Background: an optimization exercise with open tools, aiming at small area. Do not read the settings as production practice. Function was checked by simulation only, so behaviour that the tests miss may differ from the original.

--- design/flow/design.v ---
`timescale 1ns/10ps
module MBF(CLK, RESET, IN_VALID, IN_DATA, X_DATA, Y_DATA, OUT_VALID);
input   CLK;
input   RESET;
input   IN_VALID;
input       [12:0]  IN_DATA;
output  reg [12:0]  X_DATA;
output  reg [12:0]  Y_DATA;
output  reg         OUT_VALID;
reg [5:0] data_cnt;
reg [12:0] s[0:10];
reg [12:0] in_data;
reg [33:0] y_h[0:11];
reg [33:0] y_l[0:11];
wire [17:0] H0, H1, H2, H3, H4, H5, H6, H7, H8, H9, H10, H11;
wire [17:0] L0, L1, L2, L3, L4, L5, L6, L7, L8, L9, L10, L11;
assign H0 = 18'd110592;
assign H1 = 18'd77824;
assign H2 = 18'd20480;
assign H3 = 18'd36864;
assign H4 = 18'd86016;
assign H5 = 18'd69632;
assign H6 = 18'd65536;
assign H7 = 18'd77824;
assign H8 = 18'd45056;
assign H9 = 18'd49152;
assign H10 = 18'd65536;
assign H11 = 18'd126976;
assign L0 = 18'd57344;
assign L1 = 18'd16384;
assign L2 = 18'd12288;
assign L3 = 18'd4096;
assign L4 = 18'd65536;
assign L5 = 18'd57344;
assign L6 = 18'd114688;
assign L7 = 18'd65536;
assign L8 = 18'd126976;
assign L9 = 18'd114688;
assign L10 = 18'd126976;
assign L11 = 18'd69632;
always@(posedge RESET or posedge CLK)
begin
    if (RESET) begin
        in_data <= 13'b0;
        s[0] <= 13'b0;
		s[1] <= 13'b0;
		s[2] <= 13'b0;
		s[3] <= 13'b0;
		s[4] <= 13'b0;
		s[5] <= 13'b0;	
		s[6] <= 13'b0;
		s[7] <= 13'b0;
		s[8] <= 13'b0;
		s[9] <= 13'b0;
		s[10] <= 13'b0;
 		y_h[0] <= 34'b0;
		y_h[1] <= 34'b0;
		y_h[2] <= 34'b0;
		y_h[3] <= 34'b0;
		y_h[4] <= 34'b0;
		y_h[5] <= 34'b0;	
		y_h[6] <= 34'b0;
		y_h[7] <= 34'b0;
		y_h[8] <= 34'b0;
		y_h[9] <= 34'b0;
		y_h[10] <= 34'b0;
		y_h[11] <= 34'b0;
		y_l[0] <= 34'b0;
		y_l[1] <= 34'b0;
		y_l[2] <= 34'b0;
		y_l[3] <= 34'b0;
		y_l[4] <= 34'b0;
		y_l[5] <= 34'b0;	
		y_l[6] <= 34'b0;
		y_l[7] <= 34'b0;
		y_l[8] <= 34'b0;
		y_l[9] <= 34'b0;
		y_l[10] <= 34'b0;
		y_l[11] <= 34'b0;
    end else begin
        in_data <= (IN_VALID) ? IN_DATA : 13'b0;
		s[0] <= in_data;
		s[1] <= s[0];
		s[2] <= s[1];
		s[3] <= s[2];
		s[4] <= s[3];
		s[5] <= s[4];
		s[6] <= s[5];
		s[7] <= s[6];
		s[8] <= s[7];
		s[9] <= s[8];
		s[10] <= s[9];
		y_h[0] <= H0 * in_data;
		y_h[1] <= H1 * s[0];
        y_h[2] <= H2 * s[1];
        y_h[3] <= H3 * s[2];
        y_h[4] <= H4 * s[3];
        y_h[5] <= H5 * s[4];
        y_h[6] <= H6 * s[5];
        y_h[7] <= H7 * s[6];
        y_h[8] <= H8 * s[7];
        y_h[9] <= H9 * s[8];
        y_h[10] <= H10 * s[9];
        y_h[11] <= H11 * s[10];
		y_l[0] <= L0 * in_data;
		y_l[1] <= L1 * s[0];
        y_l[2] <= L2 * s[1];
        y_l[3] <= L3 * s[2];
        y_l[4] <= L4 * s[3];
        y_l[5] <= L5 * s[4];
        y_l[6] <= L6 * s[5];
        y_l[7] <= L7 * s[6];
        y_l[8] <= L8 * s[7];
        y_l[9] <= L9 * s[8];
        y_l[10] <= L10 * s[9];
        y_l[11] <= L11 * s[10];
    end
end
reg [12:0] fk_x;
reg [12:0] fk_y;
always @ (posedge RESET or posedge CLK)
begin
	if (RESET) begin
		X_DATA <= 13'b0;
		Y_DATA <= 13'b0;
		fk_x <= 13'b0;
		fk_y <= 13'b0;
		OUT_VALID <= 1'b0;
	end else begin
		fk_y <= (((y_h[0] + y_h[1] + y_h[2] + y_h[3] + y_h[4] + y_h[5] + y_h[6] + y_h[7] + y_h[8] + y_h[9] + y_h[10] + y_h[11]) >> 20) & 14'd1) ? 
				(((y_h[0] + y_h[1] + y_h[2] + y_h[3] + y_h[4] + y_h[5] + y_h[6] + y_h[7] + y_h[8] + y_h[9] + y_h[10] + y_h[11]) >> 20) + 1'b1) >> 1 :
				((y_h[0] + y_h[1] + y_h[2] + y_h[3] + y_h[4] + y_h[5] + y_h[6] + y_h[7] + y_h[8] + y_h[9] + y_h[10] + y_h[11]) >> 21);
		fk_x <= (((y_l[0] + y_l[1] + y_l[2] + y_l[3] + y_l[4] + y_l[5] + y_l[6] + y_l[7] + y_l[8] + y_l[9] + y_l[10] + y_l[11]) >> 20) & 14'd1) ? 
				(((y_l[0] + y_l[1] + y_l[2] + y_l[3] + y_l[4] + y_l[5] + y_l[6] + y_l[7] + y_l[8] + y_l[9] + y_l[10] + y_l[11]) >> 20) + 1'b1) >> 1 :
				((y_l[0] + y_l[1] + y_l[2] + y_l[3] + y_l[4] + y_l[5] + y_l[6] + y_l[7] + y_l[8] + y_l[9] + y_l[10] + y_l[11]) >> 21);
		X_DATA <= fk_x;
		Y_DATA <= fk_y;
		OUT_VALID <= (fk_x) ? 1'b1 : 1'b0;
	end
end
endmodule
--- design/flow/run.sh ---
#!/bin/bash
# synth_recipe.tcl (not shown) runs the flow's synth.tcl, then flattens the netlist and writes it again
# the make line also repeats each setting of config.mk as NAME=value (left out here)
make -C /OpenROAD-flow-scripts/flow DESIGN_CONFIG=/design/flow/config.mk WORK_HOME=/design/flow/orfs CLKGATE_MAP_FILE= SYNTH_SCRIPT=/design/flow/synth_recipe.tcl finish
--- design/flow/config.mk ---
export PLATFORM = sky130hd
export DESIGN_NAME = MBF
export DESIGN_NICKNAME = MBF
export VERILOG_FILES = /design/flow/design.v
export SDC_FILE = /design/flow/constraint.sdc
export NUM_CORES = 4
export LEC_CHECK = 0
export CAP_MARGIN = 20
export CORE_MARGIN = 2
export CORE_UTILIZATION = 40
export SLEW_MARGIN = 20
--- design/flow/constraint.sdc ---
create_clock -name core_clock -period 7.0 [get_ports {CLK}]
set_input_delay 1.4000 -clock core_clock [delete_from_list [all_inputs] [get_ports {CLK}]]
set_output_delay 1.4000 -clock core_clock [all_outputs]
set_load 0.01 [all_outputs]
==> summary.txt <==
Logic synthesis
  – Post-synthesis register bit count: ~500
  – Post-Synthesis Cells: 3,281
  – Synthesized net count: 4,276
  – Synthesized area: 37,900 um2
  – Adder-cell share of the synthesized area: ~43%
  – Number of synthesized flops with an enable pin: 0
  – YS warnings: 4
  – Distinct cells, synth: 75
  – Synth Area in Simple Gates: between 4 and 5%
  – Multiplexer share of the synthesized area: 0.0297%
  – Largest family of logic cells by synthesized area: adder cells
  – Async set or reset register ratio after synthesis: 100%
  – Syn Area/Cell: about 12 um2
  – Synth Area in Compound Gates: 6.78%
  – Seq/Total Area, Yosys: 32.2%
  – Main synth FF type: dfrtp_1
  – Xor-xnor portion of the synthesized cell area: approximately 5.7%

Finish
  – Share of layout cells above drive strength 1: 4.66%
  – Diodes inserted: 0
  – Most frequent cells in the layout: 793 x inv_1, 515 x fa_1, 488 x dfrtp_1
  – Area grow syn2layout: 11.1%
  – Net count, final: ~4,400
  – Commonest non-fill, non-tap cell in the layout: inv_1
  – Post-route insts no fill: 4,711

Timing
  – Slew HR: about a third
  – Hold_ws: 0.345 ns
  – Tcrit/Tclk final: a little over nine tenths
  – Final Setup Violations: 0
  – Hold Vio Cnt, Final: 0
  – RSZ-0062 raised after global routing: no
  – Worst Tran Pin Value: 0.993 ns
  – Clk_skew: 0.0128 ns
  – Final Critical Period: 6.62 ns
  – Fin. max-slew vios: 0
  – Max Freq: roughly 150 MHz

CTS
  – Clk Latency, worst-skew pair: 0.62 ns
  – CTS sink count: 488
  – TritonCTS buffer count: 55
  – CTS tree: done
  – CTS max path bufs: 3
  – CTS root buf: clkbuf_16
  – H-tree Lvls: 2
  – Worst-path clk slew: 0.06 ns

Worst setup path
  – CP arrival: about 7 ns
  – Max incr delay on CP: 0.57 ns
  – Worst path slowest cell: fa_1
  – CP cell instances: fa_1 -> inv_1 -> fa_1 -> inv_1 -> fa_1 -> fa_1 -> fa_1 -> ha_1 -> a2111o_1 -> a21oi_4 -> nor2_4 -> a21oi_1 -> xnor2_1 -> ha_1 -> nand3_1 -> nand4b_1 -> nor4_4 -> nand3b_1 -> nor4b_2 -> a211oi_2 -> xnor2_1
  – CP startpoint kind: register
  – Critical Path Most Common Cell: fa_1
  – Worst setup path category: reg2reg
  – Crit-path max FO: 6
  – CP top delay family: adder cells
  – Critical Path End Type: register
  – Worst path bufs/invs: 2
  – Worst path required time: between 7 and 8 ns

Global route
  – GR Util All Layers: 18.3%
  – Vias in the first global route: 23,600
  – Initial antenna violation count: 0
  – First-pass GRT wire length: 137 mm
  – Remaining Overflow, GRT: 0
  – Pin count of the biggest net entering global routing: 156

Floorplan
  – Row count: 112
  – Die width: 312 um
  – Initial core utilization: 40.5%
  – # IOs: 43
  – Die Ht: around 310 um
  – Core Region: roughly 94,000 um2
  – Die outline area: 97,300 um2

Routing
  – Vias/cell: 4.59
  – Drt first pass iters: 5
  – DR WL/cell: 17.7 um
  – Vias post-DR: about 22,000
  – Routed Antenna Nets: 0
  – Starting DRT DRC Count: 1,146
  – DRC viols: 0
  – Total routed wirelength: between 80 and 90 mm

Placed design
  – Placed Cells: 4,612
  – IO buf count: between 40 and 50
  – Post-DP HPWL: just under 70 mm
  – GPL Wtd Cong: 0.833

Run status
  – Status: timing/DRC/antenna clean

Min path
  – Hold WC Path Type: reg2reg

Job
  – Max-cap viol count: 0
## worst register-to-register path: stages, from the launching register on
cell and delay, ns:
dfrtp_1 0.47, fa_1 0.57, inv_1 0.05, fa_1 0.50
inv_1 0.05, fa_1 0.46, fa_1 0.52, fa_1 0.49
ha_1 0.32, a2111o_1 0.45, a21oi_4 0.31, nor2_4 0.11
a21oi_1 0.22, xnor2_1 0.14, ha_1 0.21, nand3_1 0.14
nand4b_1 0.43, nor4_4 0.33, nand3b_1 0.21, nor4b_2 0.32
a211oi_2 0.08, xnor2_1 0.14
## layer usage
metal	up-vias	share of wire (%)	GRT usage, %
met3	109	2.9	2.22
met4	0	3.4	5.95
li1	10500	-	-
met1	10800	47	26.0
met2	283	47	29.5
met5	-	0	0
## timing repair
action / CTS / global route
resized for setup: 0 / 2
buffers inserted: 0 / 0
endpoints found under the setup margin: 0 / 2
hold buffers: 0 / 0
## cells by family after synthesis
kind of cell | count (synthesis)
flops | 488
xor+xnor | 245
fa+ha+maj | 980
mux | 1
simple gates | 364
compound gates | 404
buf+inv | 799
## final cells by class
type	instances	area (um2)
Multi-Input combinational cell	1994	22700
Tap cell	1254	1570
Timing Repair Buffer	82	758
Sequential cell	488	12200
Inverter	794	2980
Clock buffer	77	1610
Clock inverter	22	270
Fill cell	8714	51500
## sequential cells by signal, indices dropped and copies added (netlist names)
name and flops:
y_h 157, s 137, y_l 128, X_DATA 13, Y_DATA 13, fk_x 13
fk_y 13, in_data 13, OUT_VALID 1
## stage by stage
stage	util (%)	instance area (um2)	setup WS, ns	TNS [ns]
finish	45.0	42100	0.380	0
global route	45.0	42100	0.0473	0
CTS	45.0	42100	0.286	0
detailed placement	43.0	40200	0.319	0
global placement	43.0	40200	0.393	0
floorplan	-	37900	-1.02	-496.12
## worst paths after layout
kind,start,endpoint,slack (ns),depth (start not counted)
hold / removal,fk_y[5]$_DFF_PP0_,Y_DATA[5]$_DFF_PP0_,0.35,0
setup / recovery,s[6][1]$_DFF_PP0_,fk_y[11]$_DFF_PP0_,0.38,21
max in group asynchronous,RESET,s[5][11]$_DFF_PP0_,4.35,4
setup reg to reg,s[6][1]$_DFF_PP0_,fk_y[11]$_DFF_PP0_,0.38,21
hold reg to reg,fk_y[5]$_DFF_PP0_,Y_DATA[5]$_DFF_PP0_,0.35,0
min in group asynchronous,RESET,y_h[0][15]$_DFF_PP0_,1.07,2
## Yosys cell counts (7+ instances only)
cell | count | area (um2)
a21oi_1 | 134 | 671
nor3_1 | 31 | 155
a21o_1 | 44 | 330
a21boi_0 | 15 | 113
and2_1 | 18 | 113
xnor2_1 | 188 | 1650
xor2_1 | 56 | 490
and3_1 | 7 | 43.8
o21ai_0 | 91 | 455
o41ai_1 | 11 | 96.3
nor2b_1 | 32 | 200
inv_1 | 794 | 2980
ha_1 | 464 | 5810
nand2b_1 | 20 | 125
nand2_1 | 73 | 274
nand3_1 | 17 | 85.1
o21a_1 | 16 | 120
o21bai_1 | 48 | 360
nor4_1 | 8 | 50.1
fa_1 | 515 | 10300
dfrtp_1 | 488 | 12200
nor2_1 | 119 | 447
or3_1 | 7 | 43.8

==> afterwards: timing with drivers on the ports <==
The flow's constraints put no driver on any port. The routed layout listed below was extracted and timed again, unchanged, in two steps. Step 1, drivers: a clkbuf_16 drives CLK and a buf_2 each remaining input, both assumed. Step 2 moves the port delays by t, midway between the first and last clock arrival at a register: inputs arrive t later, outputs are due t later. That takes back most of the time a late clock gives input paths. Slacks: ideal / step 1 / step 2; pairs: ideal / step 1.
shift t [ns]: 0.675
slack for setup (ns): 0.380 / 0.380 / 0.380
worst hold slack (ns): 0.345 / 0.345 / 0.345
After both steps this run still meets setup and hold. The setup slack of this run moves by 0.000 ns with the drivers and by 0.000 ns with both steps.
